What follows belongs to an exercise in optimizing a design on an open flow for small area and a short achievable clock period; a production flow would make more cautious choices.
No run shown here included a check of the RTL's function; only the layout flow was run.
Power is estimated from default activity; no workload was simulated.

==> flow/design.v (outline; a module is shown in full before it is edited, if it fits) <==
// module QE_M: 852 lines
// module qe_fa: 5 lines
// module qe_fs: 5 lines
// module qe_fc: 5 lines
// module qe_x2: 5 lines
// module qe_xn: 5 lines
// module qe_cy: 5 lines
// module qe_ha: 5 lines
module QE_M (clk, reset, in_a, in_b, in_c, in_x, mode, valid_in, last_input, valid_out, result);
  // ...
==> flow/flow/run.sh <==
#!/bin/bash
# The standard layout, with buf_2 cells as the port buffers.
bash standard.sh "BUFFER_PORTS_ARGS=-buffer_cell sky130_fd_sc_hd__buf_2" finish > standard.log 2>&1
==> flow/standard.sh <==
#!/bin/bash
# synth_recipe.tcl (not shown) runs the flow's synth.tcl, then flattens the netlist and writes it again
# the make line also repeats each setting of config.mk as NAME=value (left out here)
make -C /OpenROAD-flow-scripts/flow DESIGN_CONFIG=/design/flow/config.mk WORK_HOME=/design/flow/orfs CLKGATE_MAP_FILE= SYNTH_SCRIPT=/design/flow/synth_recipe.tcl "${@:-finish}"
==> flow/config.mk <==
export PLATFORM = sky130hd
export DESIGN_NAME = QE_M
export DESIGN_NICKNAME = QE_M
export VERILOG_FILES = /design/flow/design.v
export SDC_FILE = /design/flow/constraint.sdc
export NUM_CORES = 4
export LEC_CHECK = 0
export CAP_MARGIN = 20
export CORE_MARGIN = 2
export CORE_UTILIZATION = 60
export CTS_BUF_LIST = sky130_fd_sc_hd__clkbuf_8
export SETUP_SLACK_MARGIN = 4
export SLEW_MARGIN = 20
export SYNTH_HIERARCHICAL = 1
==> flow/constraint.sdc <==
create_clock -name core_clock -period 6.5 [get_ports {clk}]
set_input_delay 1.3000 -clock core_clock [delete_from_list [all_inputs] [get_ports {clk}]]
set_output_delay 1.3000 -clock core_clock [all_outputs]
set_load 0.01 [all_outputs]
==> results.yml, run 1 <==
outcome:
  status: "finished clean"
cells_and_area:
  top_regs: "R: 16 flops, Y: 16 flops"
  inverters: 15
  drive_above_1_share: 0.167
  signal_buffers: 64
  nMultiInputCombCells: 714
  layout.nonclk_buf_frac: 0.0371
  seq_share: 0.318
  final_area_mm2: 0.00957
  multiInputGateArea_mm2: 0.00546
  nets: 999
timing:
  rsz0062_at_grt: "yes"
  fin_skew_ns: 0.0122
  report.final.slew_viol_count: 0
  hold_viol: 0
worst_hold_path:
  min_to: "C2[6]"
clock_network:
  cts_setup_buffers: 3
  cts_resized: 10
power_and_ir_drop:
  power_leader: "combinational logic"
  power.combinational.fraction: 0.533
  p_comb_mw: 2.59
  p_clk_mw: 0.736
floorplanning:
  core_mm2: 0.0139
detailed_routing:
  wl_met3_um: 663
  drc_errors: 0
  firstDrtPassIters: 5
synthesis:
  ys_seq_elements: 150
  yosysSeqAreaShare: 0.354
  synth_cell_types: 52
  yosysTopAreaCellShare: 0.339
  synth_top_area_cell: "dfxtp_1"
  synth_compound_area_frac: 0.183
  ys.flop_type: "dfxtp_1"
worst_setup_path:
  rr_endpoint: "R[10]"
  crit_end: "R[10]"
  critPathTopFamily: "XOR/XNOR gates"
  ff2ff_path_depth: 10
  cp_num_buf_inv: 1
placement:
  place_hpwl_mm: 12.7
  dp_cells: 1111
global_routing:
  grt.busiest_layer: "met2"
==> run 2, diff against run 1 <==
--- a/flow/design.v
+++ b/flow/design.v
@@ -272,31 +272,31 @@
 qe_x2 ta_xs9 (.a(ta_40), .b(bg[6]), .y(ta_38));
 qe_cy ta_cy9 (.a(pa_5_1), .b(pa_6_0), .c(bg[6]), .p(ta_40), .co(ta_39));
 qe_x2 ta_xp10 (.a(ta_2), .b(ta_6), .y(ta_43));
 qe_x2 ta_xs10 (.a(ta_43), .b(ta_3), .y(ta_41));
 qe_cy ta_cy10 (.a(ta_2), .b(ta_6), .c(ta_3), .p(ta_43), .co(ta_42));
 qe_x2 ta_xp11 (.a(bg[7]), .b(ta_7), .y(ta_46));
 qe_x2 ta_xs11 (.a(ta_46), .b(ta_14), .y(ta_44));
 qe_cy ta_cy11 (.a(bg[7]), .b(ta_7), .c(ta_14), .p(ta_46), .co(ta_45));
-qe_x2 ta_xp12 (.a(ta_4), .b(ta_8), .y(ta_49));
-qe_x2 ta_xs12 (.a(ta_49), .b(ta_11), .y(ta_47));
-qe_cy ta_cy12 (.a(ta_4), .b(ta_8), .c(ta_11), .p(ta_49), .co(ta_48));
+qe_x2 ta_xp12 (.a(ta_8), .b(ta_11), .y(ta_49));
+qe_x2 ta_xs12 (.a(ta_49), .b(ta_4), .y(ta_47));
+qe_cy ta_cy12 (.a(ta_8), .b(ta_11), .c(ta_4), .p(ta_49), .co(ta_48));
 qe_x2 ta_xp13 (.a(pa_7_1), .b(ta_15), .y(ta_52));
-qe_x2 ta_xs13 (.a(ta_52), .b(ta_9), .y(ta_50));
-qe_cy ta_cy13 (.a(pa_7_1), .b(ta_15), .c(ta_9), .p(ta_52), .co(ta_51));
-qe_x2 ta_xp14 (.a(ta_12), .b(ta_16), .y(ta_55));
-qe_x2 ta_xs14 (.a(ta_55), .b(ta_19), .y(ta_53));
-qe_cy ta_cy14 (.a(ta_12), .b(ta_16), .c(ta_19), .p(ta_55), .co(ta_54));
+qe_x2 ta_xs13 (.a(ta_52), .b(ta_16), .y(ta_50));
+qe_cy ta_cy13 (.a(pa_7_1), .b(ta_15), .c(ta_16), .p(ta_52), .co(ta_51));
+qe_x2 ta_xp14 (.a(ta_19), .b(ta_9), .y(ta_55));
+qe_x2 ta_xs14 (.a(ta_55), .b(ta_12), .y(ta_53));
+qe_cy ta_cy14 (.a(ta_19), .b(ta_9), .c(ta_12), .p(ta_55), .co(ta_54));
 qe_x2 ta_xp15 (.a(pa_5_4), .b(pa_6_3), .y(ta_58));
 qe_x2 ta_xs15 (.a(ta_58), .b(pa_7_2), .y(ta_56));
 qe_cy ta_cy15 (.a(pa_5_4), .b(pa_6_3), .c(pa_7_2), .p(ta_58), .co(ta_57));
-qe_x2 ta_xp16 (.a(ta_17), .b(ta_20), .y(ta_61));
-qe_x2 ta_xs16 (.a(ta_61), .b(ta_22), .y(ta_59));
-qe_cy ta_cy16 (.a(ta_17), .b(ta_20), .c(ta_22), .p(ta_61), .co(ta_60));
+qe_x2 ta_xp16 (.a(ta_22), .b(ta_17), .y(ta_61));
+qe_x2 ta_xs16 (.a(ta_61), .b(ta_20), .y(ta_59));
+qe_cy ta_cy16 (.a(ta_22), .b(ta_17), .c(ta_20), .p(ta_61), .co(ta_60));
 qe_x2 ta_xp17 (.a(pa_3_7), .b(pa_4_6), .y(ta_64));
 qe_x2 ta_xs17 (.a(ta_64), .b(pa_5_5), .y(ta_62));
 qe_cy ta_cy17 (.a(pa_3_7), .b(pa_4_6), .c(pa_5_5), .p(ta_64), .co(ta_63));
 qe_x2 ta_xp18 (.a(pa_6_4), .b(pa_7_3), .y(ta_67));
 qe_x2 ta_xs18 (.a(ta_67), .b(ta_23), .y(ta_65));
 qe_cy ta_cy18 (.a(pa_6_4), .b(pa_7_3), .c(ta_23), .p(ta_67), .co(ta_66));
 qe_x2 ta_xp19 (.a(pa_4_7), .b(pa_5_6), .y(ta_70));
 qe_x2 ta_xs19 (.a(ta_70), .b(pa_6_5), .y(ta_68));
@@ -304,37 +304,37 @@
 qe_xn ta_hx5 (.a(pa_0_2), .b(pa_1_1), .y(ta_71));
 assign ta_72 = pa_0_2 | pa_1_1;
 qe_x2 ta_xp20 (.a(pa_2_1), .b(pa_3_0), .y(ta_75));
 qe_x2 ta_xs20 (.a(ta_75), .b(bg[3]), .y(ta_73));
 qe_cy ta_cy20 (.a(pa_2_1), .b(pa_3_0), .c(bg[3]), .p(ta_75), .co(ta_74));
 qe_x2 ta_xp21 (.a(bg[4]), .b(ta_26), .y(ta_78));
 qe_x2 ta_xs21 (.a(ta_78), .b(ta_30), .y(ta_76));
 qe_cy ta_cy21 (.a(bg[4]), .b(ta_26), .c(ta_30), .p(ta_78), .co(ta_77));
-qe_x2 ta_xp22 (.a(ta_31), .b(ta_28), .y(ta_81));
-qe_x2 ta_xs22 (.a(ta_81), .b(ta_32), .y(ta_79));
-qe_cy ta_cy22 (.a(ta_31), .b(ta_28), .c(ta_32), .p(ta_81), .co(ta_80));
-qe_x2 ta_xp23 (.a(ta_33), .b(ta_38), .y(ta_84));
+qe_x2 ta_xp22 (.a(ta_31), .b(ta_32), .y(ta_81));
+qe_x2 ta_xs22 (.a(ta_81), .b(ta_28), .y(ta_79));
+qe_cy ta_cy22 (.a(ta_31), .b(ta_32), .c(ta_28), .p(ta_81), .co(ta_80));
+qe_x2 ta_xp23 (.a(ta_38), .b(ta_33), .y(ta_84));
 qe_x2 ta_xs23 (.a(ta_84), .b(ta_36), .y(ta_82));
-qe_cy ta_cy23 (.a(ta_33), .b(ta_38), .c(ta_36), .p(ta_84), .co(ta_83));
+qe_cy ta_cy23 (.a(ta_38), .b(ta_33), .c(ta_36), .p(ta_84), .co(ta_83));
 qe_x2 ta_xp24 (.a(ta_39), .b(ta_44), .y(ta_87));
 qe_x2 ta_xs24 (.a(ta_87), .b(ta_42), .y(ta_85));
 qe_cy ta_cy24 (.a(ta_39), .b(ta_44), .c(ta_42), .p(ta_87), .co(ta_86));
-qe_x2 ta_xp25 (.a(ta_45), .b(ta_48), .y(ta_90));
-qe_x2 ta_xs25 (.a(ta_90), .b(ta_50), .y(ta_88));
-qe_cy ta_cy25 (.a(ta_45), .b(ta_48), .c(ta_50), .p(ta_90), .co(ta_89));
+qe_x2 ta_xp25 (.a(ta_50), .b(ta_45), .y(ta_90));
+qe_x2 ta_xs25 (.a(ta_90), .b(ta_48), .y(ta_88));
+qe_cy ta_cy25 (.a(ta_50), .b(ta_45), .c(ta_48), .p(ta_90), .co(ta_89));
 qe_x2 ta_xp26 (.a(ta_56), .b(ta_51), .y(ta_93));
-qe_x2 ta_xs26 (.a(ta_93), .b(ta_54), .y(ta_91));
-qe_cy ta_cy26 (.a(ta_56), .b(ta_51), .c(ta_54), .p(ta_93), .co(ta_92));
-qe_x2 ta_xp27 (.a(ta_57), .b(ta_62), .y(ta_96));
-qe_x2 ta_xs27 (.a(ta_96), .b(ta_60), .y(ta_94));
-qe_cy ta_cy27 (.a(ta_57), .b(ta_62), .c(ta_60), .p(ta_96), .co(ta_95));
-qe_x2 ta_xp28 (.a(pa_7_4), .b(ta_63), .y(ta_99));
-qe_x2 ta_xs28 (.a(ta_99), .b(ta_68), .y(ta_97));
-qe_cy ta_cy28 (.a(pa_7_4), .b(ta_63), .c(ta_68), .p(ta_99), .co(ta_98));
+qe_x2 ta_xs26 (.a(ta_93), .b(ta_59), .y(ta_91));
+qe_cy ta_cy26 (.a(ta_56), .b(ta_51), .c(ta_59), .p(ta_93), .co(ta_92));
+qe_x2 ta_xp27 (.a(ta_62), .b(ta_57), .y(ta_96));
+qe_x2 ta_xs27 (.a(ta_96), .b(ta_65), .y(ta_94));
+qe_cy ta_cy27 (.a(ta_62), .b(ta_57), .c(ta_65), .p(ta_96), .co(ta_95));
+qe_x2 ta_xp28 (.a(pa_7_4), .b(ta_68), .y(ta_99));
+qe_x2 ta_xs28 (.a(ta_99), .b(ta_63), .y(ta_97));
+qe_cy ta_cy28 (.a(pa_7_4), .b(ta_68), .c(ta_63), .p(ta_99), .co(ta_98));
 qe_x2 ta_xp29 (.a(pa_5_7), .b(pa_6_6), .y(ta_102));
 qe_x2 ta_xs29 (.a(ta_102), .b(pa_7_5), .y(ta_100));
 qe_cy ta_cy29 (.a(pa_5_7), .b(pa_6_6), .c(pa_7_5), .p(ta_102), .co(ta_101));
 wire [7:0] xm = {X1[6:0], 1'b0};   
 integer i;
 wire tb_1, tb_2, tb_3, tb_4, tb_5, tb_6, tb_7, tb_8;
 wire tb_9, tb_10, tb_11, tb_12, tb_13, tb_14, tb_15, tb_16;
 wire tb_17, tb_18, tb_19, tb_20, tb_21, tb_22, tb_23, tb_24;
@@ -373,18 +373,18 @@
 qe_x2 tb_xs9 (.a(tb_32), .b(T1c11), .y(tb_30));
 qe_cy tb_cy9 (.a(T1a11), .b(T1b11), .c(T1c11), .p(tb_32), .co(tb_31));
 qe_x2 tb_xp10 (.a(T1a12), .b(T1b12), .y(tb_35));
 qe_x2 tb_xs10 (.a(tb_35), .b(T1c12), .y(tb_33));
 qe_cy tb_cy10 (.a(T1a12), .b(T1b12), .c(T1c12), .p(tb_35), .co(tb_34));
 qe_x2 tb_xp11 (.a(T1a13), .b(T1b13), .y(tb_38));
 qe_x2 tb_xs11 (.a(tb_38), .b(T1c13), .y(tb_36));
 qe_cy tb_cy11 (.a(T1a13), .b(T1b13), .c(T1c13), .p(tb_38), .co(tb_37));
-wire [15:0] SBa = {1'b1, T1a14, tb_34, tb_31, tb_28, tb_25, tb_22, tb_19, tb_16, tb_13, tb_10, tb_7, tb_4, tb_2, T1c1, T1a0};
-wire [15:0] SBb = {1'b1, tb_37, tb_36, tb_33, tb_30, tb_27, tb_24, tb_21, tb_18, tb_15, tb_12, tb_9, tb_6, tb_3, tb_1, T1b0};
+wire [15:0] SBa = {1'b1, T1a14, tb_36, tb_33, tb_30, tb_27, tb_24, tb_21, tb_18, tb_15, tb_12, tb_9, tb_6, tb_2, T1c1, T1a0};
+wire [15:0] SBb = {1'b1, tb_37, tb_34, tb_31, tb_28, tb_25, tb_22, tb_19, tb_16, tb_13, tb_10, tb_7, tb_4, tb_3, tb_1, T1b0};
 wire [15:0] SBs;
 wire [15:0] te_cp_p, te_cp_g, te_cp_c;
 qe_x2 te_cp_px0 (.a(SBa[0]), .b(SBb[0]), .y(te_cp_p[0]));
 assign te_cp_g[0] = ~(SBa[0] | SBb[0]);
 qe_x2 te_cp_px1 (.a(SBa[1]), .b(SBb[1]), .y(te_cp_p[1]));
 assign te_cp_g[1] = ~(SBa[1] | SBb[1]);
 qe_x2 te_cp_px2 (.a(SBa[2]), .b(SBb[2]), .y(te_cp_p[2]));
 assign te_cp_g[2] = ~(SBa[2] | SBb[2]);
@@ -650,135 +650,135 @@
 qe_xn tc_hx13 (.a(pc_2_15), .b(pc_3_15), .y(tc_63));
 assign tc_64 = pc_2_15 | pc_3_15;
 qe_xn tc_hx14 (.a(pc_acc_1_0), .b(pc_acc_2_0), .y(tc_65));
 assign tc_66 = pc_acc_1_0 | pc_acc_2_0;
 qe_x2 tc_xp12 (.a(pc_acc_2_1), .b(tc_2), .y(tc_69));
 qe_x2 tc_xs12 (.a(tc_69), .b(pc_0_1), .y(tc_67));
 qe_cy tc_cy12 (.a(pc_acc_2_1), .b(tc_2), .c(pc_0_1), .p(tc_69), .co(tc_68));
 qe_x2 tc_xp13 (.a(pc_0_2), .b(pc_1_2), .y(tc_72));
-qe_x2 tc_xs13 (.a(tc_72), .b(tc_4), .y(tc_70));
-qe_cy tc_cy13 (.a(pc_0_2), .b(pc_1_2), .c(tc_4), .p(tc_72), .co(tc_71));
+qe_x2 tc_xs13 (.a(tc_72), .b(tc_5), .y(tc_70));
+qe_cy tc_cy13 (.a(pc_0_2), .b(pc_1_2), .c(tc_5), .p(tc_72), .co(tc_71));
 qe_x2 tc_xp14 (.a(pc_0_3), .b(pc_1_3), .y(tc_75));
-qe_x2 tc_xs14 (.a(tc_75), .b(tc_8), .y(tc_73));
-qe_cy tc_cy14 (.a(pc_0_3), .b(pc_1_3), .c(tc_8), .p(tc_75), .co(tc_74));
+qe_x2 tc_xs14 (.a(tc_75), .b(tc_6), .y(tc_73));
+qe_cy tc_cy14 (.a(pc_0_3), .b(pc_1_3), .c(tc_6), .p(tc_75), .co(tc_74));
 qe_x2 tc_xp15 (.a(pc_1_4), .b(pc_2_4), .y(tc_78));
 qe_x2 tc_xs15 (.a(tc_78), .b(tc_9), .y(tc_76));
 qe_cy tc_cy15 (.a(pc_1_4), .b(pc_2_4), .c(tc_9), .p(tc_78), .co(tc_77));
 qe_x2 tc_xp16 (.a(pc_1_5), .b(pc_2_5), .y(tc_81));
-qe_x2 tc_xs16 (.a(tc_81), .b(tc_13), .y(tc_79));
-qe_cy tc_cy16 (.a(pc_1_5), .b(pc_2_5), .c(tc_13), .p(tc_81), .co(tc_80));
-qe_x2 tc_xp17 (.a(pc_3_6), .b(tc_14), .y(tc_84));
-qe_x2 tc_xs17 (.a(tc_84), .b(tc_18), .y(tc_82));
-qe_cy tc_cy17 (.a(pc_3_6), .b(tc_14), .c(tc_18), .p(tc_84), .co(tc_83));
-qe_x2 tc_xp18 (.a(tc_19), .b(tc_23), .y(tc_87));
-qe_x2 tc_xs18 (.a(tc_87), .b(tc_16), .y(tc_85));
-qe_cy tc_cy18 (.a(tc_19), .b(tc_23), .c(tc_16), .p(tc_87), .co(tc_86));
+qe_x2 tc_xs16 (.a(tc_81), .b(tc_11), .y(tc_79));
+qe_cy tc_cy16 (.a(pc_1_5), .b(pc_2_5), .c(tc_11), .p(tc_81), .co(tc_80));
+qe_x2 tc_xp17 (.a(pc_3_6), .b(tc_15), .y(tc_84));
+qe_x2 tc_xs17 (.a(tc_84), .b(tc_14), .y(tc_82));
+qe_cy tc_cy17 (.a(pc_3_6), .b(tc_15), .c(tc_14), .p(tc_84), .co(tc_83));
+qe_x2 tc_xp18 (.a(tc_16), .b(tc_19), .y(tc_87));
+qe_x2 tc_xs18 (.a(tc_87), .b(tc_23), .y(tc_85));
+qe_cy tc_cy18 (.a(tc_16), .b(tc_19), .c(tc_23), .p(tc_87), .co(tc_86));
 qe_x2 tc_xp19 (.a(tc_24), .b(tc_28), .y(tc_90));
-qe_x2 tc_xs19 (.a(tc_90), .b(tc_21), .y(tc_88));
-qe_cy tc_cy19 (.a(tc_24), .b(tc_28), .c(tc_21), .p(tc_90), .co(tc_89));
+qe_x2 tc_xs19 (.a(tc_90), .b(tc_25), .y(tc_88));
+qe_cy tc_cy19 (.a(tc_24), .b(tc_28), .c(tc_25), .p(tc_90), .co(tc_89));
 qe_x2 tc_xp20 (.a(tc_29), .b(tc_33), .y(tc_93));
-qe_x2 tc_xs20 (.a(tc_93), .b(tc_26), .y(tc_91));
-qe_cy tc_cy20 (.a(tc_29), .b(tc_33), .c(tc_26), .p(tc_93), .co(tc_92));
+qe_x2 tc_xs20 (.a(tc_93), .b(tc_30), .y(tc_91));
+qe_cy tc_cy20 (.a(tc_29), .b(tc_33), .c(tc_30), .p(tc_93), .co(tc_92));
 qe_x2 tc_xp21 (.a(tc_34), .b(tc_38), .y(tc_96));
-qe_x2 tc_xs21 (.a(tc_96), .b(tc_31), .y(tc_94));
-qe_cy tc_cy21 (.a(tc_34), .b(tc_38), .c(tc_31), .p(tc_96), .co(tc_95));
+qe_x2 tc_xs21 (.a(tc_96), .b(tc_35), .y(tc_94));
+qe_cy tc_cy21 (.a(tc_34), .b(tc_38), .c(tc_35), .p(tc_96), .co(tc_95));
 qe_x2 tc_xp22 (.a(tc_39), .b(tc_43), .y(tc_99));
-qe_x2 tc_xs22 (.a(tc_99), .b(tc_36), .y(tc_97));
-qe_cy tc_cy22 (.a(tc_39), .b(tc_43), .c(tc_36), .p(tc_99), .co(tc_98));
+qe_x2 tc_xs22 (.a(tc_99), .b(tc_40), .y(tc_97));
+qe_cy tc_cy22 (.a(tc_39), .b(tc_43), .c(tc_40), .p(tc_99), .co(tc_98));
 qe_x2 tc_xp23 (.a(tc_44), .b(tc_48), .y(tc_102));
-qe_x2 tc_xs23 (.a(tc_102), .b(tc_41), .y(tc_100));
-qe_cy tc_cy23 (.a(tc_44), .b(tc_48), .c(tc_41), .p(tc_102), .co(tc_101));
+qe_x2 tc_xs23 (.a(tc_102), .b(tc_45), .y(tc_100));
+qe_cy tc_cy23 (.a(tc_44), .b(tc_48), .c(tc_45), .p(tc_102), .co(tc_101));
 qe_x2 tc_xp24 (.a(tc_49), .b(tc_53), .y(tc_105));
-qe_x2 tc_xs24 (.a(tc_105), .b(tc_46), .y(tc_103));
-qe_cy tc_cy24 (.a(tc_49), .b(tc_53), .c(tc_46), .p(tc_105), .co(tc_104));
+qe_x2 tc_xs24 (.a(tc_105), .b(tc_50), .y(tc_103));
+qe_cy tc_cy24 (.a(tc_49), .b(tc_53), .c(tc_50), .p(tc_105), .co(tc_104));
 qe_x2 tc_xp25 (.a(tc_54), .b(tc_58), .y(tc_108));
-qe_x2 tc_xs25 (.a(tc_108), .b(tc_51), .y(tc_106));
-qe_cy tc_cy25 (.a(tc_54), .b(tc_58), .c(tc_51), .p(tc_108), .co(tc_107));
+qe_x2 tc_xs25 (.a(tc_108), .b(tc_55), .y(tc_106));
+qe_cy tc_cy25 (.a(tc_54), .b(tc_58), .c(tc_55), .p(tc_108), .co(tc_107));
 qe_x2 tc_xp26 (.a(tc_59), .b(tc_63), .y(tc_111));
-qe_x2 tc_xs26 (.a(tc_111), .b(tc_56), .y(tc_109));
-qe_cy tc_cy26 (.a(tc_59), .b(tc_63), .c(tc_56), .p(tc_111), .co(tc_110));
+qe_x2 tc_xs26 (.a(tc_111), .b(tc_60), .y(tc_109));
+qe_cy tc_cy26 (.a(tc_59), .b(tc_63), .c(tc_60), .p(tc_111), .co(tc_110));
 qe_xn tc_hx15 (.a(pc_0_0), .b(tc_1), .y(tc_112));
 assign tc_113 = pc_0_0 | tc_1;
 qe_x2 tc_xp27 (.a(tc_66), .b(tc_3), .y(tc_116));
 qe_x2 tc_xs27 (.a(tc_116), .b(tc_67), .y(tc_114));
 qe_cy tc_cy27 (.a(tc_66), .b(tc_3), .c(tc_67), .p(tc_116), .co(tc_115));
-qe_x2 tc_xp28 (.a(tc_5), .b(tc_68), .y(tc_119));
+qe_x2 tc_xp28 (.a(tc_4), .b(tc_68), .y(tc_119));
 qe_x2 tc_xs28 (.a(tc_119), .b(tc_70), .y(tc_117));
-qe_cy tc_cy28 (.a(tc_5), .b(tc_68), .c(tc_70), .p(tc_119), .co(tc_118));
-qe_x2 tc_xp29 (.a(tc_6), .b(tc_71), .y(tc_122));
-qe_x2 tc_xs29 (.a(tc_122), .b(tc_73), .y(tc_120));
-qe_cy tc_cy29 (.a(tc_6), .b(tc_71), .c(tc_73), .p(tc_122), .co(tc_121));
+qe_cy tc_cy28 (.a(tc_4), .b(tc_68), .c(tc_70), .p(tc_119), .co(tc_118));
+qe_x2 tc_xp29 (.a(tc_8), .b(tc_73), .y(tc_122));
+qe_x2 tc_xs29 (.a(tc_122), .b(tc_71), .y(tc_120));
+qe_cy tc_cy29 (.a(tc_8), .b(tc_73), .c(tc_71), .p(tc_122), .co(tc_121));
 qe_x2 tc_xp30 (.a(tc_10), .b(tc_76), .y(tc_125));
 qe_x2 tc_xs30 (.a(tc_125), .b(tc_74), .y(tc_123));
 qe_cy tc_cy30 (.a(tc_10), .b(tc_76), .c(tc_74), .p(tc_125), .co(tc_124));
-qe_x2 tc_xp31 (.a(tc_11), .b(tc_77), .y(tc_128));
+qe_x2 tc_xp31 (.a(tc_13), .b(tc_77), .y(tc_128));
 qe_x2 tc_xs31 (.a(tc_128), .b(tc_79), .y(tc_126));
-qe_cy tc_cy31 (.a(tc_11), .b(tc_77), .c(tc_79), .p(tc_128), .co(tc_127));
-qe_x2 tc_xp32 (.a(tc_15), .b(tc_80), .y(tc_131));
+qe_cy tc_cy31 (.a(tc_13), .b(tc_77), .c(tc_79), .p(tc_128), .co(tc_127));
+qe_x2 tc_xp32 (.a(tc_18), .b(tc_80), .y(tc_131));
 qe_x2 tc_xs32 (.a(tc_131), .b(tc_82), .y(tc_129));
-qe_cy tc_cy32 (.a(tc_15), .b(tc_80), .c(tc_82), .p(tc_131), .co(tc_130));
+qe_cy tc_cy32 (.a(tc_18), .b(tc_80), .c(tc_82), .p(tc_131), .co(tc_130));
 qe_x2 tc_xp33 (.a(tc_20), .b(tc_83), .y(tc_134));
 qe_x2 tc_xs33 (.a(tc_134), .b(tc_85), .y(tc_132));
 qe_cy tc_cy33 (.a(tc_20), .b(tc_83), .c(tc_85), .p(tc_134), .co(tc_133));
-qe_x2 tc_xp34 (.a(tc_25), .b(tc_86), .y(tc_137));
+qe_x2 tc_xp34 (.a(tc_21), .b(tc_86), .y(tc_137));
 qe_x2 tc_xs34 (.a(tc_137), .b(tc_88), .y(tc_135));
-qe_cy tc_cy34 (.a(tc_25), .b(tc_86), .c(tc_88), .p(tc_137), .co(tc_136));
-qe_x2 tc_xp35 (.a(tc_30), .b(tc_89), .y(tc_140));
-qe_x2 tc_xs35 (.a(tc_140), .b(tc_91), .y(tc_138));
-qe_cy tc_cy35 (.a(tc_30), .b(tc_89), .c(tc_91), .p(tc_140), .co(tc_139));
-qe_x2 tc_xp36 (.a(tc_35), .b(tc_92), .y(tc_143));
-qe_x2 tc_xs36 (.a(tc_143), .b(tc_94), .y(tc_141));
-qe_cy tc_cy36 (.a(tc_35), .b(tc_92), .c(tc_94), .p(tc_143), .co(tc_142));
-qe_x2 tc_xp37 (.a(tc_40), .b(tc_95), .y(tc_146));
-qe_x2 tc_xs37 (.a(tc_146), .b(tc_97), .y(tc_144));
-qe_cy tc_cy37 (.a(tc_40), .b(tc_95), .c(tc_97), .p(tc_146), .co(tc_145));
-qe_x2 tc_xp38 (.a(tc_45), .b(tc_98), .y(tc_149));
-qe_x2 tc_xs38 (.a(tc_149), .b(tc_100), .y(tc_147));
-qe_cy tc_cy38 (.a(tc_45), .b(tc_98), .c(tc_100), .p(tc_149), .co(tc_148));
-qe_x2 tc_xp39 (.a(tc_50), .b(tc_101), .y(tc_152));
-qe_x2 tc_xs39 (.a(tc_152), .b(tc_103), .y(tc_150));
-qe_cy tc_cy39 (.a(tc_50), .b(tc_101), .c(tc_103), .p(tc_152), .co(tc_151));
-qe_x2 tc_xp40 (.a(tc_55), .b(tc_104), .y(tc_155));
-qe_x2 tc_xs40 (.a(tc_155), .b(tc_106), .y(tc_153));
-qe_cy tc_cy40 (.a(tc_55), .b(tc_104), .c(tc_106), .p(tc_155), .co(tc_154));
-qe_x2 tc_xp41 (.a(tc_60), .b(tc_107), .y(tc_158));
-qe_x2 tc_xs41 (.a(tc_158), .b(tc_109), .y(tc_156));
-qe_cy tc_cy41 (.a(tc_60), .b(tc_107), .c(tc_109), .p(tc_158), .co(tc_157));
+qe_cy tc_cy34 (.a(tc_21), .b(tc_86), .c(tc_88), .p(tc_137), .co(tc_136));
+qe_x2 tc_xp35 (.a(tc_26), .b(tc_91), .y(tc_140));
+qe_x2 tc_xs35 (.a(tc_140), .b(tc_89), .y(tc_138));
+qe_cy tc_cy35 (.a(tc_26), .b(tc_91), .c(tc_89), .p(tc_140), .co(tc_139));
+qe_x2 tc_xp36 (.a(tc_31), .b(tc_94), .y(tc_143));
+qe_x2 tc_xs36 (.a(tc_143), .b(tc_92), .y(tc_141));
+qe_cy tc_cy36 (.a(tc_31), .b(tc_94), .c(tc_92), .p(tc_143), .co(tc_142));
+qe_x2 tc_xp37 (.a(tc_36), .b(tc_97), .y(tc_146));
+qe_x2 tc_xs37 (.a(tc_146), .b(tc_95), .y(tc_144));
+qe_cy tc_cy37 (.a(tc_36), .b(tc_97), .c(tc_95), .p(tc_146), .co(tc_145));
+qe_x2 tc_xp38 (.a(tc_41), .b(tc_100), .y(tc_149));
+qe_x2 tc_xs38 (.a(tc_149), .b(tc_98), .y(tc_147));
+qe_cy tc_cy38 (.a(tc_41), .b(tc_100), .c(tc_98), .p(tc_149), .co(tc_148));
+qe_x2 tc_xp39 (.a(tc_46), .b(tc_103), .y(tc_152));
+qe_x2 tc_xs39 (.a(tc_152), .b(tc_101), .y(tc_150));
+qe_cy tc_cy39 (.a(tc_46), .b(tc_103), .c(tc_101), .p(tc_152), .co(tc_151));
+qe_x2 tc_xp40 (.a(tc_51), .b(tc_106), .y(tc_155));
+qe_x2 tc_xs40 (.a(tc_155), .b(tc_104), .y(tc_153));
+qe_cy tc_cy40 (.a(tc_51), .b(tc_106), .c(tc_104), .p(tc_155), .co(tc_154));
+qe_x2 tc_xp41 (.a(tc_56), .b(tc_109), .y(tc_158));
+qe_x2 tc_xs41 (.a(tc_158), .b(tc_107), .y(tc_156));
+qe_cy tc_cy41 (.a(tc_56), .b(tc_109), .c(tc_107), .p(tc_158), .co(tc_157));
 always @(posedge clk) begin
 	T1a14 <= pa_7_7;
 	T1a13 <= pa_6_7;
 	T1b13 <= pa_7_6;
 	T1c13 <= ta_101;
-	T1a12 <= ta_69;
-	T1b12 <= ta_100;
+	T1a12 <= ta_100;
+	T1b12 <= ta_69;
 	T1c12 <= ta_98;
 	T1a11 <= ta_66;
 	T1b11 <= ta_97;
 	T1c11 <= ta_95;
-	T1a10 <= ta_65;
-	T1b10 <= ta_92;
-	T1c10 <= ta_94;
-	T1a9 <= ta_59;
-	T1b9 <= ta_89;
-	T1c9 <= ta_91;
+	T1a10 <= ta_94;
+	T1b10 <= ta_60;
+	T1c10 <= ta_92;
+	T1a9 <= ta_54;
+	T1b9 <= ta_91;
+	T1c9 <= ta_89;
 	T1a8 <= ta_53;
 	T1b8 <= ta_86;
 	T1c8 <= ta_88;
 	T1a7 <= ta_47;
 	T1b7 <= ta_83;
 	T1c7 <= ta_85;
-	T1a6 <= ta_80;
-	T1b6 <= ta_41;
+	T1a6 <= ta_41;
+	T1b6 <= ta_80;
 	T1c6 <= ta_82;
-	T1a5 <= ta_77;
-	T1b5 <= ta_35;
+	T1a5 <= ta_35;
+	T1b5 <= ta_77;
 	T1c5 <= ta_79;
-	T1a4 <= ta_74;
-	T1b4 <= ta_27;
+	T1a4 <= ta_27;
+	T1b4 <= ta_74;
 	T1c4 <= ta_76;
 	T1a3 <= ta_72;
 	T1b3 <= ta_25;
 	T1c3 <= ta_73;
 	T1a2 <= pa_2_0;
 	T1b2 <= bg[2];
 	T1c2 <= ta_71;
 	T1a1 <= pa_0_1;
@@ -794,40 +794,40 @@
 	for (i = 0; i < 4; i = i + 1) begin
 		bo[i] <= X1[2*i] ^ xm[2*i];
 		bt[i] <= (X1[2*i+1] & ~X1[2*i] & ~xm[2*i]) | (~X1[2*i+1] & X1[2*i] & xm[2*i]);
 		bn[i] <= X1[2*i+1];
 	end
 	x7 <= X1[7];
 	C2 <= C1;
 	keep2 <= m1 & ~f1;
-	S3a15 <= tc_154;
-	S3b15 <= tc_156;
-	S3a14 <= tc_151;
-	S3b14 <= tc_153;
-	S3a13 <= tc_148;
-	S3b13 <= tc_150;
-	S3a12 <= tc_145;
-	S3b12 <= tc_147;
-	S3a11 <= tc_142;
-	S3b11 <= tc_144;
-	S3a10 <= tc_139;
-	S3b10 <= tc_141;
+	S3a15 <= tc_156;
+	S3b15 <= tc_154;
+	S3a14 <= tc_153;
+	S3b14 <= tc_151;
+	S3a13 <= tc_150;
+	S3b13 <= tc_148;
+	S3a12 <= tc_147;
+	S3b12 <= tc_145;
+	S3a11 <= tc_144;
+	S3b11 <= tc_142;
+	S3a10 <= tc_141;
+	S3b10 <= tc_139;
 	S3a9 <= tc_136;
 	S3b9 <= tc_138;
 	S3a8 <= tc_133;
 	S3b8 <= tc_135;
 	S3a7 <= tc_130;
 	S3b7 <= tc_132;
 	S3a6 <= tc_127;
 	S3b6 <= tc_129;
 	S3a5 <= tc_124;
 	S3b5 <= tc_126;
-	S3a4 <= tc_121;
-	S3b4 <= tc_123;
+	S3a4 <= tc_123;
+	S3b4 <= tc_121;
 	S3a3 <= tc_118;
 	S3b3 <= tc_120;
 	S3a2 <= tc_115;
 	S3b2 <= tc_117;
 	S3a1 <= tc_113;
 	S3b1 <= tc_114;
 	S3a0 <= tc_65;
 	S3b0 <= tc_112;
==> flow/config.mk (replaced) <==
export PLATFORM = sky130hd
export DESIGN_NAME = QE_M
export DESIGN_NICKNAME = QE_M
export VERILOG_FILES = /design/flow/design.v
export SDC_FILE = /design/flow/constraint.sdc
export NUM_CORES = 4
export LEC_CHECK = 0
export CAP_MARGIN = 20
export CORE_MARGIN = 2
export CORE_UTILIZATION = 40
export CTS_BUF_LIST = sky130_fd_sc_hd__clkbuf_8
export SETUP_SLACK_MARGIN = 4
export SLEW_MARGIN = 20
export SYNTH_HIERARCHICAL = 1
==> results.yml, run 2 <==
outcome:
  status: "finished clean"
floorplanning:
  ios: 54
  core_mm2: 0.0210
  start_util: 0.407
  row_count: 53
  dieArea_mm2: 0.0226
  die_height_um: 150
  die_x_um: 150
worst_setup_path:
  critPathMaxFanout: 10
  crit_chain: "clkinvlp_4 > buf_4 > o21ai_0 > xnor2_1 > or2_2 > xor2_1 > a22o_1 > xor2_1 > a22o_1"
  slowest_stage: "dfxtp_4"
  crit_arrival_ns: 2.76
  cp_num_buf_inv: 2
  cpPeakStageDelay_ns: 0.47
  critPathKind: "reg2reg"
  critPathTopFamily: "compound AO/OA/AOI/OAI gates"
  ff2ff_setup_slack_ns: 4.09
  crit_path_start_kind: "flop"
  crit_path_end_kind: "flop"
  required_ns: 6.85
clock_network:
  clockBufferDepth: 2
  clk_latency_ns: 0.45
  cts_made_buffers: 17
  cts_hold_buf: 0
  cts_sinks: 150
  cts.reportedPaths.clkPinSlew_ns: 0.09
  cts_max_level: 4
  cts_tree: "yes"
  cts_root_buffer: "clkbuf_8"
cells_and_area:
  nets: 1001
  layout_common_cells: "xor2_1, dfxtp_1, nand2_1, a22o_1, xnor2_1"
  utilization: 0.462
  fillCellCount: 2059
  final_common_cell: "xor2_1"
  top_regs: "R: 16 flops, Y: 16 flops"
  regArea_mm2: 0.00304
  diodes: 0
  final_area_mm2: 0.00971
  multiInputGateArea_mm2: 0.00549
  areaGrowthSynthToFinish_pct: 13.4
  drive_above_1_share: 0.171
synthesis:
  syn_inst: 919
  ys.flop_type: "dfxtp_1"
  synth_common_cells: "xor2_1, dfxtp_1, nand2_1, a22o_1, xnor2_1"
  yosys_warnings: 7
  ys_async_sr_fraction: 0.0333
  ys_seq_elements: 150
  netlist_area_mm2: 0.00856
  yosysTopAreaCellShare: 0.339
  synth_cell_types: 52
  yosysSeqAreaShare: 0.354
  synth_top_area_cell: "dfxtp_1"
  avgSynthCellArea_um2: 9.32
  synthTopCellsByArea: "dfxtp_1, xor2_1, a22o_1, xnor2_1, nand2_1"
  yosysMostFrequentCell: "xor2_1"
  synth_edf_count: 0
detailed_routing:
  vias_per_cell: 5.04
  routed_wl_mm: 17.5
  ant_nets: 0
  wire_per_inst_um: 14.0
  firstDrtPassIters: 5
  drt_iter0_markers: 376
  num_vias: 6298
  drc_errors: 0
power_and_ir_drop:
  cellPowerDensity_mw_per_mm2: 498
  vdd_drop_max_v: 0.000151
  leakage_nw: 3.91
  power_mw: 4.83
timing:
  fin_crit_sh: 0.371
  report.final.slew_viol_count: 0
  whs_ns: 0.328
  max_freq_mhz: 414
  setup_viol: 0
  tightest_slew_ns: 0.603
  timing.setup.tns_ns: 0
  fin_skew_ns: 0.0165
  hold_viol: 0
  fin_crit_ns: 2.41
  rsz0062_at_grt: "yes"
  slew_headroom: 0.598
placement:
  place_hpwl_mm: 12.8
  portBuffers: 53
  gp_congestion: 0.812
  place_area_mm2: 0.00910
global_routing:
  grt_max_degree: 27
  grt_pass1_wl_mm: 29.1
  track_usage: 0.162
  antenna_found_initial: 0
  grt.overflow.total: 0
  grt_pass1_vias: 6012
run:
  cap_violations: 0
worst_hold_path:
  hold_path_class: "reg2reg"
## run 2: cell counts after synthesis
No cell type changed its count.
## run 2: through the flow
step	setup slack (ns)	std cells
floorplan	3.98	921
global placement	3.74	1206
detailed placement	3.68	1206
CTS	4.00	1241
global route	3.93	1250
finish	4.09	1250
## run 2: layout make-up
type                    instances  share of cell area
clock buffers                  18              0.0255
clock inverters                12              0.0137
inverters                      14             0.00657
multi-input cells             714               0.566
flip-flops and latches        150               0.313
well taps                     275              0.0354
repair buffers                 65              0.0379
repair inverters                2             0.00155
## run 2: worst paths after layout
path / start / to / cells after the start
hold reg to reg: C1[7] / C2[7] / 0
setup reg to reg: keep2 / S3a9 / 9
setup / recovery: keep2 / S3a9 / 9
hold / removal: C1[7] / C2[7] / 0
min in group asynchronous: reset / q3 / 2
max in group asynchronous: reset / lastd / 2
## run 2: kinds of logic (layout without fill, tap and decap cells)
family | count (synthesis) | count (layout) | share of synthesized area
other | 2 | 4 | 0.000877
multiplexers | 2 | 2 | 0.00263
AND/OR/NAND/NOR | 199 | 199 | 0.117
buffers and inverters | 57 | 111 | 0.0260
flip-flops | 150 | 150 | 0.354
AO/OA/AOI/OAI | 199 | 199 | 0.183
XOR/XNOR | 310 | 310 | 0.317
## run 2: routing by layer
metal,routed length [µm],global-route usage,vias to the layer above,share of wire
met2,8020,0.261,123,0.46
met1,8510,0.215,2973,0.49
li1,-,-,3181,-
met4,236,0.0542,0,0.013
met5,0,0,-,0
met3,735,0.0358,21,0.042
## run 2: worst register-to-register path: stages, from the launching register on
cell	delay, ns
dfxtp_4	0.47
clkinvlp_4	0.23
buf_4	0.19
o21ai_0	0.19
xnor2_1	0.13
or2_2	0.34
xor2_1	0.19
a22o_1	0.22
xor2_1	0.18
a22o_1	0.19
## run 2: where the power goes
group / total, mW / internal [mW] / switching, mW
clock network: 0.698 / 0.349 / 0.349
registers: 1.54 / 1.25 / 0.291
logic: 2.60 / 1.22 / 1.38
## run 2: per-module statistics from Yosys, one instance, submodules excluded
module | cell area (µm²) | flip-flops and latches | copies in the design | cells inside
qe_x2 | 8.76 | 0 | 232 | 1
qe_xn | 8.76 | 0 | 23 | 1
qe_cy | 8.76 | 0 | 81 | 1
QE_M | 5620 | 150 | 1 | 583
## run 2: repair_timing
action,4_1_cts,5_1_grt
gates resized for setup,4,24
pin swaps,6,10
gates cloned,1,1
setup buffers,4,8
endpoints found under the setup margin,21,32
==> run 3, diff against run 2 <==
--- a/flow/config.mk
+++ b/flow/config.mk
@@ -9,3 +9,3 @@
 export CORE_MARGIN = 2
-export CORE_UTILIZATION = 40
+export CORE_UTILIZATION = 30
 export CTS_BUF_LIST = sky130_fd_sc_hd__clkbuf_8
==> results.yml, run 3 <==
outcome:
  status: "finished clean"
worst_setup_path:
  rr_endpoint: "S3b8"
  critPathTopFamily: "XOR/XNOR gates"
  ff2ff_path_depth: 9
  critPathKind: "reg2reg"
  r2r-start: "keep2"
  cpPeakStageDelay_ns: 0.45
  slowest_stage: "dfxtp_4"
  crit_path_end_kind: "flop"
  cp_num_buf_inv: 2
  critPathMaxFanout: 10
  crit_chain: "clkinvlp_4 > buf_4 > o21ai_0 > xnor2_1 > or2_2 > xor2_1 > a22o_1 > xor2_1 > xor2_1"
  ff2ff_setup_slack_ns: 4.08
  required_ns: 6.88
  crit_path_start_kind: "flop"
  cp_common_cell: "xor2_1"
  crit_arrival_ns: 2.80
synthesis:
  synthXorXnorAreaFrac: 0.317
  yosysMostFrequentCell: "xor2_1"
  synth_common_cells: "xor2_1, dfxtp_1, nand2_1, a22o_1, xnor2_1"
  ys.flop_type: "dfxtp_1"
  synth_cell_types: 52
  netlist_area_mm2: 0.00856
  yosysTopAreaCellShare: 0.339
  synth_edf_count: 0
  synth_compound_area_frac: 0.183
  synth_top_area_cell: "dfxtp_1"
  synth_fa_ha_area_frac: 0
  synthTopCellsByArea: "dfxtp_1, xor2_1, a22o_1, xnor2_1, nand2_1"
  yosys_warnings: 7
  ys_async_sr_fraction: 0.0333
  synth.area.mux_share: 0.00263
  avgSynthCellArea_um2: 9.32
  yosys.area_share.simple: 0.117
  syn_inst: 919
  yosysSeqAreaShare: 0.354
  ys_seq_elements: 150
  synth_top_family_by_area: "XOR/XNOR gates"
placement:
  place_area_mm2: 0.00923
  place_hpwl_mm: 13.5
  dp_cells: 1309
  gp_congestion: 0.795
  pre_cts_slack_ns: 3.66
  portBuffers: 53
cells_and_area:
  final_common_cell: "xor2_1"
  fillCellCount: 2948
  top_regs: "R: 16 flops, Y: 16 flops"
  diodes: 0
  nets: 1006
  drive_above_1_share: 0.180
  areaGrowthSynthToFinish_pct: 16.7
  regArea_mm2: 0.00305
  layout_common_cells: "xor2_1, dfxtp_1, nand2_1, a22o_1, xnor2_1"
  multiInputGateArea_mm2: 0.00552
  final_cells: 1360
  final_area_mm2: 0.00999
timing:
  fin_skew_ns: 0.0163
  fin_ws_ns: 4.08
  slew_headroom: 0.559
  max_freq_mhz: 413
  rsz0062_at_grt: "yes"
  timing.setup.tns_ns: 0
  report.final.slew_viol_count: 0
  hold_viol: 0
  fin_crit_sh: 0.372
  tightest_slew_ns: 0.660
  fin_crit_ns: 2.42
  setup_viol: 0
run:
  cap_violations: 0
detailed_routing:
  vias_per_cell: 4.69
  ant_nets: 0
  wire_per_inst_um: 13.6
  drt_iter0_markers: 340
  firstDrtPassIters: 5
  routed_wl_mm: 18.4
  drc_errors: 0
  num_vias: 6382
power_and_ir_drop:
  p_sw_mw: 2.08
  cellPowerDensity_mw_per_mm2: 510
  internal-power_mw: 3.02
  power_frac_clock: 0.169
  leakage_nw: 3.98
  power.combinational.fraction: 0.528
  vdd_drop_max_v: 0.000191
  seq_power_share: 0.303
  swShare: 0.408
global_routing:
  grt_pass1_wl_mm: 30.0
  track_usage: 0.123
  grt.busiest_layer: "met2"
  globalRouteMet3Util: 0.0266
  grt.overflow.total: 0
  grt_pass1_vias: 6033
  grt_max_degree: 27
  antenna_found_initial: 0
  use_met1: 0.157
  met2_usage: 0.206
worst_hold_path:
  hold_start: "C1[0]"
  min_path_cells: 0
  hold_path_class: "reg2reg"
  min_to: "C2[0]"
clock_network:
  cts_tree: "yes"
  clk_latency_ns: 0.45
  clockBufferDepth: 2
  cts_hold_buf: 0
  cts_sinks: 150
  cts_root_buffer: "clkbuf_8"
  cts_max_level: 4
  cts_made_buffers: 17
  cts.reportedPaths.clkPinSlew_ns: 0.08
floorplanning:
  start_util: 0.306
  row_count: 61
  dieArea_mm2: 0.0299
  ios: 54
  die_height_um: 173
  die_x_um: 173
  core_mm2: 0.0279
## run 3: cell counts after synthesis
No cell type changed its count.
## run 3: logic make-up (layout without fill, tap and decap cells)
kind of cell	after synthesis	after routing
AOI/OAI and AO/OA	199	199
xor gates and xnor gates	310	310
buffers and inverters	57	118
DFF	150	150
muxes	2	2
other	2	4
and+or+nand+nor	199	199
## run 3: power groups by stage
stage	Combinational [mW]	Sequential, mW	Clock [mW]
6_report	2.69	1.55	0.860
3_5_place_dp	2.58	1.56	0
3_3_place_gp	2.51	1.56	0
4_1_cts	2.62	1.54	0.888
2_1_floorplan	2.25	1.44	0
5_1_grt	3.01	1.59	0.923
## run 3: layer usage
| metal | wire (µm) | vias to the layer above | share of wire |
|---|---|---|---|
| met3 | 713 | 11 | 0.039 |
| met2 | 8680 | 122 | 0.47 |
| met1 | 8860 | 3051 | 0.48 |
| met5 | 0 | - | 0 |
| li1 | - | 3198 | - |
| met4 | 193 | 0 | 0.010 |
## run 3: area by class of cell
type | instances | share of cell area
Clock buffer | 17 | 0.0234
Clock inverter | 15 | 0.0252
Inverter | 14 | 0.00638
Multi-Input combinational cell | 714 | 0.552
Sequential cell | 150 | 0.305
Tap cell | 378 | 0.0473
Timing Repair Buffer | 70 | 0.0393
Timing Repair inverter | 2 | 0.00150
## run 3: timing repair
item | in CTS | in global routing
gates resized for setup | 8 | 24
cloned | 1 | 1
setup endpoints to repair | 20 | 31
pin swaps | 5 | 13
buffers inserted | 5 | 12
## run 3: stage by stage
step | hold WS, ns | total power, mW | utilization
6_report | 0.330 | 5.10 | 0.358
3_3_place_gp | 0.312 | 4.07 | 0.330
5_1_grt | 0.338 | 5.52 | 0.358
4_1_cts | 0.331 | 5.05 | 0.350
2_1_floorplan | 0.310 | 3.69 | -
3_5_place_dp | 0.312 | 4.15 | 0.330
## run 3: worst max-delay path by stage
stage / startpoint / end / slack [ns] / cells after the start
6_report: keep2 / S3b8 / 4.08 / 9
5_1_grt: T1b2 / R[13] / 3.97 / 9
4_1_cts: T1a5 / R[15] / 4.01 / 9
3_5_place_dp: mode / T1c7 / 3.66 / 6
3_3_place_gp: mode / T1c7 / 3.74 / 6
2_1_floorplan: in_a[3] / T1b9 / 3.98 / 7
## run 3: per-module statistics from Yosys (local to each module, per instance)
module / area, µm² / copies in the design / cells inside / flops+latches
QE_M: 5620 / 1 / 583 / 150
qe_cy: 8.76 / 81 / 1 / 0
qe_x2: 8.76 / 232 / 1 / 0
qe_xn: 8.76 / 23 / 1 / 0
## run 3: worst reg2reg max path: cells and delay by family (launching register included)
| family | cells | cell delay (ns) |
|---|---|---|
| buffers and inverters | 2 | 0.39 |
| AOI/OAI and AO/OA | 2 | 0.44 |
| DFF | 1 | 0.45 |
| and+or+nand+nor | 1 | 0.34 |
| xor gates and xnor gates | 4 | 0.75 |

## re-timing with driven ports
No port has a modelled driver above. Below, the same layouts with a new extraction and two added sets of constraints. Step 1 sets driving cells, clkbuf_16 on the clock port and buf_2 on the other inputs (assumed; they add their load-dependent delay and slew). Step 2 adds t to the input delays and takes it off the output delays; t is the mean of the earliest and latest rising clock arrival at the registers after step 1. Input paths then give back, and output paths get back, about the clock's delay inside the block. a / b / c = ideal ports / drivers / drivers and shift; a / b = the first two.
run | t, ns | setup WS [ns] | slew at the worst register clock pin (ns)
run 1 | 0.479 | 3.952 / 3.952 / 3.549 | 0.09 / 0.09
run 2 | 0.479 | 4.087 / 4.087 / 3.681 | 0.09 / 0.09
run 3 | 0.477 | 4.080 / 4.080 / 3.674 | 0.09 / 0.09
After both steps every run listed still meets setup and hold.
